From an optimization exercise on the open Yosys and OpenROAD flow, aimed at small area and a short achievable clock period; shortcuts taken in it are not production practice.
Function was checked by simulation only, so behaviour that the tests miss may differ from the original.

==> design.v <==
`timescale 1ns/1ps
module latency #(
	parameter	LAT		= 1,
	parameter	DSIZE	= 1
)(
	input				clk		,
	input				rst_n	,
	input [DSIZE-1:0]	d		,
	output[DSIZE-1:0]	q
);
reg [LAT*DSIZE-1:0]	sr;
generate
if(LAT == 1)begin:ONE
always@(posedge clk,negedge rst_n)
	if(~rst_n)	sr	<= {(LAT*DSIZE){1'b0}};
	else		sr	<= d;
end else begin:MANY
always@(posedge clk,negedge rst_n)
	if(~rst_n)	sr	<= {(LAT*DSIZE){1'b0}};
	else		sr	<= {sr[(LAT-1)*DSIZE-1:0], d};
end
endgenerate
assign	q	= sr[LAT*DSIZE-1-:DSIZE];
endmodule
`timescale 1ns/1ps
module hyperbola_radix4_ratation_bothone #(
	parameter	DSIZE	= 17
)(
	input						clock		,
	input [DSIZE-1:0]			IX			, 
	input signed[DSIZE-1:0]		IY			, 
	input [5:0]					rotation	,
	input [DSIZE-1:0]			K			,
	output[DSIZE-1:0]			OX          ,
	output signed[DSIZE-1:0]	OY          ,
	output [5:0]				next_rott	,
	output[DSIZE-1:0]			next_K
);
reg [DSIZE-2:0]	Y_abs;
always@(posedge clock)begin
	Y_abs	<= IY[DSIZE-1]? -IY : IY;
end
reg	[DSIZE-1:0]	RX_lat1;
always@(posedge clock)
	RX_lat1	<= IX >>> rotation;
reg[DSIZE-1:0]	X_1_2_A;
reg[DSIZE-1:0]	X_1_4_A;
reg[DSIZE-1:0]	X_1_8_A;
reg[DSIZE-1:0]	X_1_16_A;
always@(posedge clock)begin
	X_1_2_A	<= Y_abs - (RX_lat1>>>0);
	X_1_4_A	<= Y_abs - (RX_lat1>>>1);
	X_1_8_A	<= Y_abs - (RX_lat1>>>2);
	X_1_16_A<= Y_abs - (RX_lat1>>>3);
end
reg[DSIZE-2:0]	ABS_X_1_2_A;
reg[DSIZE-2:0]	ABS_X_1_4_A;
reg[DSIZE-2:0]	ABS_X_1_8_A;
reg[DSIZE-2:0]	ABS_X_1_16_A; 
always@(posedge clock)begin
	ABS_X_1_2_A		<= X_1_2_A	[DSIZE-1]? (2**(DSIZE-1))-X_1_2_A 	[DSIZE-2:0] : X_1_2_A	[DSIZE-2:0];		
	ABS_X_1_4_A     <= X_1_4_A	[DSIZE-1]? (2**(DSIZE-1))-X_1_4_A	[DSIZE-2:0] : X_1_4_A	[DSIZE-2:0];
	ABS_X_1_8_A     <= X_1_8_A	[DSIZE-1]? (2**(DSIZE-1))-X_1_8_A	[DSIZE-2:0] : X_1_8_A	[DSIZE-2:0];
	ABS_X_1_16_A    <= X_1_16_A [DSIZE-1]? (2**(DSIZE-1))-X_1_16_A  [DSIZE-2:0] : X_1_16_A  [DSIZE-2:0];
end
reg [5:0]	cmp_x_n;
always@(posedge clock)begin
	cmp_x_n[5]	<= ABS_X_1_2_A <= ABS_X_1_4_A;
	cmp_x_n[4]	<= ABS_X_1_2_A <= ABS_X_1_8_A;
	cmp_x_n[3]	<= ABS_X_1_2_A <= ABS_X_1_16_A;
	cmp_x_n[2]	<= ABS_X_1_4_A <= ABS_X_1_8_A;
	cmp_x_n[1]	<= ABS_X_1_4_A <= ABS_X_1_16_A;
	cmp_x_n[0]	<= ABS_X_1_8_A <= ABS_X_1_16_A;
end
wire[DSIZE-1:0]			X_lat3;
wire signed[DSIZE-1:0]	Y_lat3;
latency #(
	.LAT		(3),
	.DSIZE		(DSIZE)
)X_lat_inst(
	.clk		(clock		),
	.rst_n		(1'b1		),
	.d			(IX			),
	.q			(X_lat3		)
);
latency #(
	.LAT		(3),
	.DSIZE		(DSIZE)
)Y_lat_inst(
	.clk		(clock		),
	.rst_n		(1'b1		),
	.d			(IY			),
	.q			(Y_lat3		)
);
wire[DSIZE-1:0]			X_lat4;
wire signed[DSIZE-1:0]	Y_lat4;
latency #(
	.LAT		(1),
	.DSIZE		(DSIZE)
)X_lat4_inst(
	.clk		(clock		),
	.rst_n		(1'b1		),
	.d			(X_lat3		),
	.q			(X_lat4		)
);
latency #(
	.LAT		(1),
	.DSIZE		(DSIZE)
)Y_lat4_inst(
	.clk		(clock		),
	.rst_n		(1'b1		),
	.d			(Y_lat3		),
	.q			(Y_lat4		)
);
wire [5:0]	rott_lat4;
wire [5:0]	rott_lat3;
latency #(
	.LAT		(3),
	.DSIZE		(6)
)R_lat4_int(
	.clk		(clock		),
	.rst_n		(1'b1		),
	.d			(rotation	),
	.q			(rott_lat3	)
);
latency #(
	.LAT		(1),
	.DSIZE		(6)
)R_lat4_inst(
	.clk		(clock		),
	.rst_n		(1'b1		),
	.d			(rott_lat3	),
	.q			(rott_lat4	)
);
reg [DSIZE-1:0]	RX,RY;
always@(posedge clock)begin
	RX	<= X_lat3 >>> rott_lat3;
	if(Y_lat3[DSIZE-1])
		RY	<= -Y_lat3 >> rott_lat3;
	else
		RY	<=  Y_lat3 >> rott_lat3;
end
wire[DSIZE-1:0]	K_lat4;
latency #(
	.LAT		(4),
	.DSIZE		(DSIZE)
)K_lat4_int(
	.clk		(clock		),
	.rst_n		(1'b1		),
	.d			(K			),
	.q			(K_lat4		)
);
localparam [DSIZE-1:0]
	K0	= 1					  * (2**(DSIZE-1)),
	K1	= 1.154700538379252	  * (2**(DSIZE-1)),
   	K2	= 1.032795558988644   * (2**(DSIZE-1)),
   	K3	= 1.007905261357939   * (2**(DSIZE-1)),
   	K4	= 1.001958865736239   * (2**(DSIZE-1)),
   	K5	= 1.000488639169156   * (2**(DSIZE-1)),
   	K6	= 1.000122092668790   * (2**(DSIZE-1)),
   	K7	= 1.000030518975180   * (2**(DSIZE-1)),
   	K8	= 1.000007629481844   * (2**(DSIZE-1)),
   	K9	= 1.000001907354090   * (2**(DSIZE-1)),
   	K10	= 1.000000476837499   * (2**(DSIZE-1)),
   	K11	= 1.000000119209311   * (2**(DSIZE-1)),
   	K12	= 1.000000029802324   * (2**(DSIZE-1)),
   	K13	= 1.000000007450581   * (2**(DSIZE-1)),
   	K14	= 1.000000001862645   * (2**(DSIZE-1)),
   	K15	= 1.000000000465661   * (2**(DSIZE-1)),
   	K16	= 1.000000000116415   * (2**(DSIZE-1)),
   	K17	= 1.000000000029104   * (2**(DSIZE-1)),
   	K18	= 1.000000000007276   * (2**(DSIZE-1)),
   	K19	= 1.000000000001819   * (2**(DSIZE-1)),
   	K20	= 1.000000000000455   * (2**(DSIZE-1));
wire [DSIZE-1:0]	kceoff [0:20];
assign		kceoff[0 ]	= K0	;
assign		kceoff[1 ]	= K1	;
assign	   	kceoff[2 ]	= K2	;
assign	   	kceoff[3 ]	= K3	;
assign	   	kceoff[4 ]	= K4	;
assign	   	kceoff[5 ]	= K5	;
assign	   	kceoff[6 ]	= K6	;
assign	   	kceoff[7 ]	= K7	;
assign	   	kceoff[8 ]	= K8	;
assign	   	kceoff[9 ]	= K9	;
assign	   	kceoff[10]	= K10	;
assign	   	kceoff[11]	= K11	;
assign	   	kceoff[12]	= K12	;
assign	   	kceoff[13]	= K13	;
assign	   	kceoff[14]	= K14	;
assign	   	kceoff[15]	= K15	;
assign	   	kceoff[16]	= K16	;
assign	   	kceoff[17]	= K17	;
assign	   	kceoff[18]	= K18	;
assign	   	kceoff[19]	= K19	;
assign	   	kceoff[20]	= K20	;
reg [DSIZE-1:0]	K_c[4:1];
always@(posedge clock)begin
	K_c[4]	<= kceoff[rott_lat3+0];
	K_c[3]	<= kceoff[rott_lat3+1];
	K_c[2]	<= kceoff[rott_lat3+2];
	K_c[1]	<= kceoff[rott_lat3+3]; 
end
reg	[DSIZE-1:0]			x_reg,y_reg;
reg	[5:0]				n_r;
reg	[DSIZE*2-1:0]		ok_reg;
always@(posedge clock)begin
	casex(cmp_x_n)
	6'b111xxx:begin
		x_reg	<= X_lat4 - (RY>>>0);
		y_reg	<= Y_lat4[DSIZE-1]? Y_lat4 + (RX>>>0) : Y_lat4 - (RX>>>0);
		n_r		<= rott_lat4 + 6'd1;
		ok_reg	<= K_lat4 * K_c[4];
	end
	6'b0xx11x:begin
		x_reg	<= X_lat4 - (RY>>>1);
		y_reg	<= Y_lat4[DSIZE-1]? Y_lat4 + (RX>>>1) : Y_lat4 - (RX>>>1);
		n_r		<= rott_lat4 + 6'd2;
		ok_reg	<= K_lat4 * K_c[3];
	end
	6'bx0x0x1:begin
		x_reg	<= X_lat4 - (RY>>>2);
		y_reg	<= Y_lat4[DSIZE-1]? Y_lat4 + (RX>>>2) : Y_lat4 - (RX>>>2);
		n_r		<= rott_lat4 + 6'd3;
		ok_reg	<= K_lat4 * K_c[2];
	end
	6'bxx0x00:begin
		x_reg	<= X_lat4 - (RY>>>3);
		y_reg	<= Y_lat4[DSIZE-1]? Y_lat4 + (RX>>>3) : Y_lat4 - (RX>>>3);
		n_r		<= rott_lat4 + 6'd4;
		ok_reg	<= K_lat4 * K_c[1];
	end
	default:begin
		x_reg	<= X_lat4;
		y_reg	<= Y_lat4;
		n_r		<= rott_lat4 + 6'd5;
		ok_reg	<= K_lat4 * K0;
	end
	endcase
end
assign	OX			= x_reg;
assign	OY			= y_reg;
assign	next_rott	= n_r;
assign	next_K		= ok_reg[DSIZE-1+:DSIZE];
endmodule
`timescale 1ns/1ps
module cordic_sqrt #(
	parameter	DSIZE	= 16
)(
	input				clock	,
	input				rst_n   ,
	input [DSIZE-1:0]	d       ,
	output[DSIZE-1:0]	q       
);
reg [DSIZE:0]		X0;		 
reg	[DSIZE:0]		Y0;		 
always@(posedge clock,negedge rst_n)begin
	if(~rst_n)begin
		X0	<= {(DSIZE+2){1'b0}};
		Y0	<= {(DSIZE+1){1'b0}};
	end else begin
		X0	<= d + ((2**DSIZE)/4);
		Y0	<= d - ((2**DSIZE)/4);
end end
wire[DSIZE:0]	X			[4:0];
wire[DSIZE:0]	Y			[4:0];
wire[5:0]		rott		[4:0];
wire[DSIZE:0]	K			[4:0];
assign	rott[0]	= 6'd1;
assign	X[0]	= X0;
assign	Y[0]	= Y0;
assign	K[0]	= 2**DSIZE;
hyperbola_radix4_ratation_bothone #(
	.DSIZE		(DSIZE+1		)
)hyperbola_radix4_ratation_inst1(
 	.clock		(clock			),
 	.IX			(X   [0]		),	 
 	.IY			(Y   [0]		),	 
 	.rotation	(rott[0]		),
 	.K			(K   [0]		),
 	.OX         (X   [1]     	),
 	.OY         (Y   [1]     	),
 	.next_rott	(rott[1]		),
 	.next_K		(K   [1]		)
);
hyperbola_radix4_ratation_bothone #(
	.DSIZE		(DSIZE+1		)
)hyperbola_radix4_ratation_inst2(
 	.clock		(clock			),
 	.IX			(X   [1]		),	 
 	.IY			(Y   [1]		),	 
 	.rotation	(rott[1]		),
 	.K			(K   [1]		),
 	.OX         (X   [2]     	),
 	.OY         (Y   [2]     	),
 	.next_rott	(rott[2]		),
 	.next_K		(K   [2]		)
);
hyperbola_radix4_ratation_bothone #(
	.DSIZE		(DSIZE+1		)
)hyperbola_radix4_ratation_inst3(
 	.clock		(clock			),
 	.IX			(X   [2]		),	 
 	.IY			(Y   [2]		),	 
 	.rotation	(rott[2]		),
 	.K			(K   [2]		),
 	.OX         (X   [3]     	),
 	.OY         (Y   [3]     	),
 	.next_rott	(rott[3]		),
 	.next_K		(K   [3]		)
);
hyperbola_radix4_ratation_bothone #(
	.DSIZE		(DSIZE+1		)
)hyperbola_radix4_ratation_inst4(
 	.clock		(clock			),
 	.IX			(X   [3]		),	 
 	.IY			(Y   [3]		),	 
 	.rotation	(rott[3]		),
 	.K			(K   [3]		),
 	.OX         (X   [4]     	),
 	.OY         (Y   [4]     	),
 	.next_rott	(rott[4]		),
 	.next_K		(K   [4]		)
);
wire [DSIZE*2+1:0]	mul_result;
assign	mul_result = X[4] * K[4];
reg [DSIZE-1:0]		Q_reg;
always@(posedge clock)
	Q_reg	<= mul_result[(DSIZE)+:DSIZE];
assign	q	= Q_reg;
endmodule
==> run.sh <==
#!/bin/bash
# synth_recipe.tcl (not shown) runs the flow's synth.tcl, then flattens the netlist and writes it again
# the make line also repeats each setting of config.mk as NAME=value (left out here)
make -C /OpenROAD-flow-scripts/flow DESIGN_CONFIG=/design/flow/config.mk WORK_HOME=/design/flow/orfs CLKGATE_MAP_FILE= SYNTH_SCRIPT=/design/flow/synth_recipe.tcl finish
==> config.mk <==
export PLATFORM = sky130hd
export DESIGN_NAME = cordic_sqrt
export DESIGN_NICKNAME = cordic_sqrt
export VERILOG_FILES = /design/flow/design.v
export SDC_FILE = /design/flow/constraint.sdc
export NUM_CORES = 4
export LEC_CHECK = 0
export CAP_MARGIN = 20
export CORE_MARGIN = 2
export CORE_UTILIZATION = 40
export SLEW_MARGIN = 20
==> constraint.sdc <==
create_clock -name core_clock -period 7.0 [get_ports {clock}]
set_input_delay 1.4000 -clock core_clock [delete_from_list [all_inputs] [get_ports {clock}]]
set_output_delay 1.4000 -clock core_clock [all_outputs]
set_load 0.01 [all_outputs]
==> impl_metrics.toml <==
[synthesis]
synthDistinctLibCells = 103
netlist_instances = 19100
syn_avg_cell_area_sq_um = 9.15
synth_warnings = 28
ys_seq_elements = 1759
synth_fp_nets = 23700
synth-edff-count = 0
synth.cell_area_sq_mm = 0.175
ys.flop_type = "dfxtp_1"
yosysSeqAreaShare_pct = 20.2
async_reset_ff_share_pct = 1.08

[layout]
fin_cells = 25200
nets = 23800
fillerInstances = 42200
reg_top3 = "hyperbola_radix4_ratation_inst3.K_lat4_int.sr: 68 flops, hyperbola_radix4_ratation_inst4.K_lat4_int.sr: 68 flops"
syn_to_final_growth_pct = 9.84
final_cell_mix = "3,867 x inv_1, 2,404 x ha_1, 2,138 x fa_1"
layout_commonest_cell = "inv_1"
multi_input_area_sq_mm = 0.123
final_layout_size_suffix_gt1_share_pct = 5.90
seqCellArea_sq_mm = 0.0354

[worst_hold_path]
hp-class = "reg -> reg"
hold_depth = 0

[critical_path]
required_ps = 7760
critPathMaxFanout = 9
crit_arrival_ps = 7520
endpoint_kind = "register"
r2r_cells = 21
cp-start-kind = "register"
crit_type = "reg -> reg"
r2r_slack_ps = 240

[sta]
setup_violations = 0
whs_ps = 288
setup_tns_ps = 0
drv_slew = 0
slew_headroom_pct = 25.6
hold_violations = 0
clock.fmax_mhz = 148
tightestPinTransition_ps = 1110
rsz0062_at_grt = "yes"
min_period_over_period_pct = 96.5
finClkSkew_ps = 95.5
period_needed_ps = 6760

[die]
dieArea_sq_mm = 0.442
core_area_sq_mm = 0.435
die_h_um = 665
start_util_pct = 40.2
pin_count = 34
die_w_um = 665
fp-row-count = 242

[clock_tree]
clock-sinks = 1759
clock-root-buffer = "clkbuf_16"
clockBufferDepth = 4
cts_tree = "yes"
numCtsBuffers = 196
htree_levels = 4
insertion_delay_ps = 910
cts.clk_slew.worst_paths_ps = 60

[detailed_routing]
vias_per_cell = 5.06
wl_per_cell_um = 18.4
drc_errors = 0
drt_iter0_markers = 7885
drt-total-wl_mm = 463
antenna_left = 0
firstDrtPassIters = 10
dr_total_vias = 127000

[place]
hpwl_mm = 383
gp_congestion = 0.920
port_buffers = 33
place_inst = 24800

[global_routing]
grt_first_pass_wirelength_mm = 740
grtUsageTotal_pct = 21.0
antenna_found_initial = 16
gr-total-overflow = 0
grt_max_degree = 62
grt_pass1_vias = 133000

[status]
status = "no timing/DRC/antenna violations"

[flow_run]
cap_violations = 0
## worst paths after layout
check / startpoint / end
max: hyperbola_radix4_ratation_inst4.K_c[3][2]$_SDFF_PP0_ / hyperbola_radix4_ratation_inst4.ok_reg[32]$_DFF_P_
min: hyperbola_radix4_ratation_inst4.R_lat4_int.sr[4]$_DFF_P_ / hyperbola_radix4_ratation_inst4.R_lat4_int.sr[10]$_DFF_P_
max reg2reg: hyperbola_radix4_ratation_inst4.K_c[3][2]$_SDFF_PP0_ / hyperbola_radix4_ratation_inst4.ok_reg[32]$_DFF_P_
min reg2reg: hyperbola_radix4_ratation_inst4.R_lat4_int.sr[4]$_DFF_P_ / hyperbola_radix4_ratation_inst4.R_lat4_int.sr[10]$_DFF_P_
max in group asynchronous: rst_n / Y0[12]$_DFF_PN0_
min in group asynchronous: rst_n / Y0[11]$_DFF_PN0_
## final cells by class
cell class | count | share of cell area, %
Antenna cell | 5 | 0.00652
Multi-Input combinational cell | 12900 | 64.0
Sequential cell | 1759 | 18.5
Clock buffer | 244 | 2.80
Tap cell | 5734 | 3.74
Clock inverter | 118 | 0.867
Timing Repair Buffer | 577 | 2.56
Inverter | 3883 | 7.60
## critical path: stages (launching register included)
cell and delay, ps:
dfxtp_1 580, buf_4 250, and2_1 160, fa_1 450, fa_1 500, ha_1 200
fa_1 470, inv_1 50, fa_1 490, fa_1 490, inv_1 40, ha_1 310
a21oi_2 280, o2111ai_1 280, and3b_1 280, a2111oi_2 380, buf_4 200, o311a_1 370
o21bai_2 120, and3_1 230, a211o_1 270, a211o_1 260
## Yosys cell counts, types with 102 or more instances
master | number | area, sq um
a211oi_1 | 102 | 766
a21o_1 | 198 | 1490
a21oi_1 | 776 | 3880
and2_1 | 921 | 5760
and3_1 | 113 | 707
clkbuf_1 | 546 | 2050
dfxtp_1 | 1740 | 34800
fa_1 | 2138 | 42800
ha_1 | 2405 | 30100
inv_1 | 3868 | 14500
mux2i_1 | 119 | 1190
nand2_1 | 1587 | 5960
nand2b_1 | 139 | 870
nand3_1 | 168 | 841
nor2_1 | 794 | 2980
nor2b_1 | 156 | 976
nor3_1 | 181 | 906
o21ai_0 | 661 | 3310
o31ai_1 | 117 | 878
xnor2_1 | 704 | 6170
xor2_1 | 290 | 2540
## logic make-up (layout without fill, tap and decap cells)
group	after synthesis	count (layout)	synth area share [%]
flip-flops	1759	1759	20.2
other	1	6	0.00215
AND/OR/NAND/NOR	4409	4409	12.3
multiplexers	177	177	1.16
AO/OA/AOI/OAI	2726	2726	9.98
buffers and inverters	4483	4822	9.64
adder cells (fa/ha/maj)	4543	4543	41.7
XOR/XNOR	995	995	4.99
## layer usage
metal  vias up  wire length [um]  global-route usage, %
li1      61300                 -                      -
met1     62500            209000                   28.5
met2      2960            218000                   35.4
met3       683             22000                   2.13
met4         6             13700                   5.82
met5         -                42                      0
## metrics by stage
stage	cell area, sq um	setup WS (ps)	util, %
finish	192000	243	44.2
floorplan	175000	4.75	-
global placement	185000	-241	42.5
CTS	192000	3.44	44.1
global route	192000	-88.3	44.2
detailed placement	185000	-230	42.5
## what timing repair did
| action | CTS | global route |
|---|---|---|
| buffers inserted | 0 | 3 |
| hold buffers | 0 | 0 |
| endpoints found under the setup margin | 16 | 35 |
| pin swaps | 0 | 5 |
| gates resized for setup | 9 | 77 |

==> afterwards: timing with drivers on the ports <==
The results above use ideal ports. As a check the final layout listed here was re-extracted and re-timed, cells and wires unchanged.
Step 1 assumes that a clkbuf_16 drives the clock port and a buf_2 every other input.
Step 2 times the ports against the registers' clock, not the clock port: input delays grow and output delays shrink by t, the midpoint of the rising clock arrivals with the driver on.
a / b / c = ideal ports / drivers / drivers and shift; a / b = the first two.
t, ns: 0.975
slack for setup (ns): 0.243 / 0.243 / 0.243
worst hold slack (ns): 0.288 / 0.288 / 0.288
After both steps setup and hold are still met in this run. For this run, drivers alone change the setup slack by 0.000 ns; drivers and shift together by 0.000 ns.
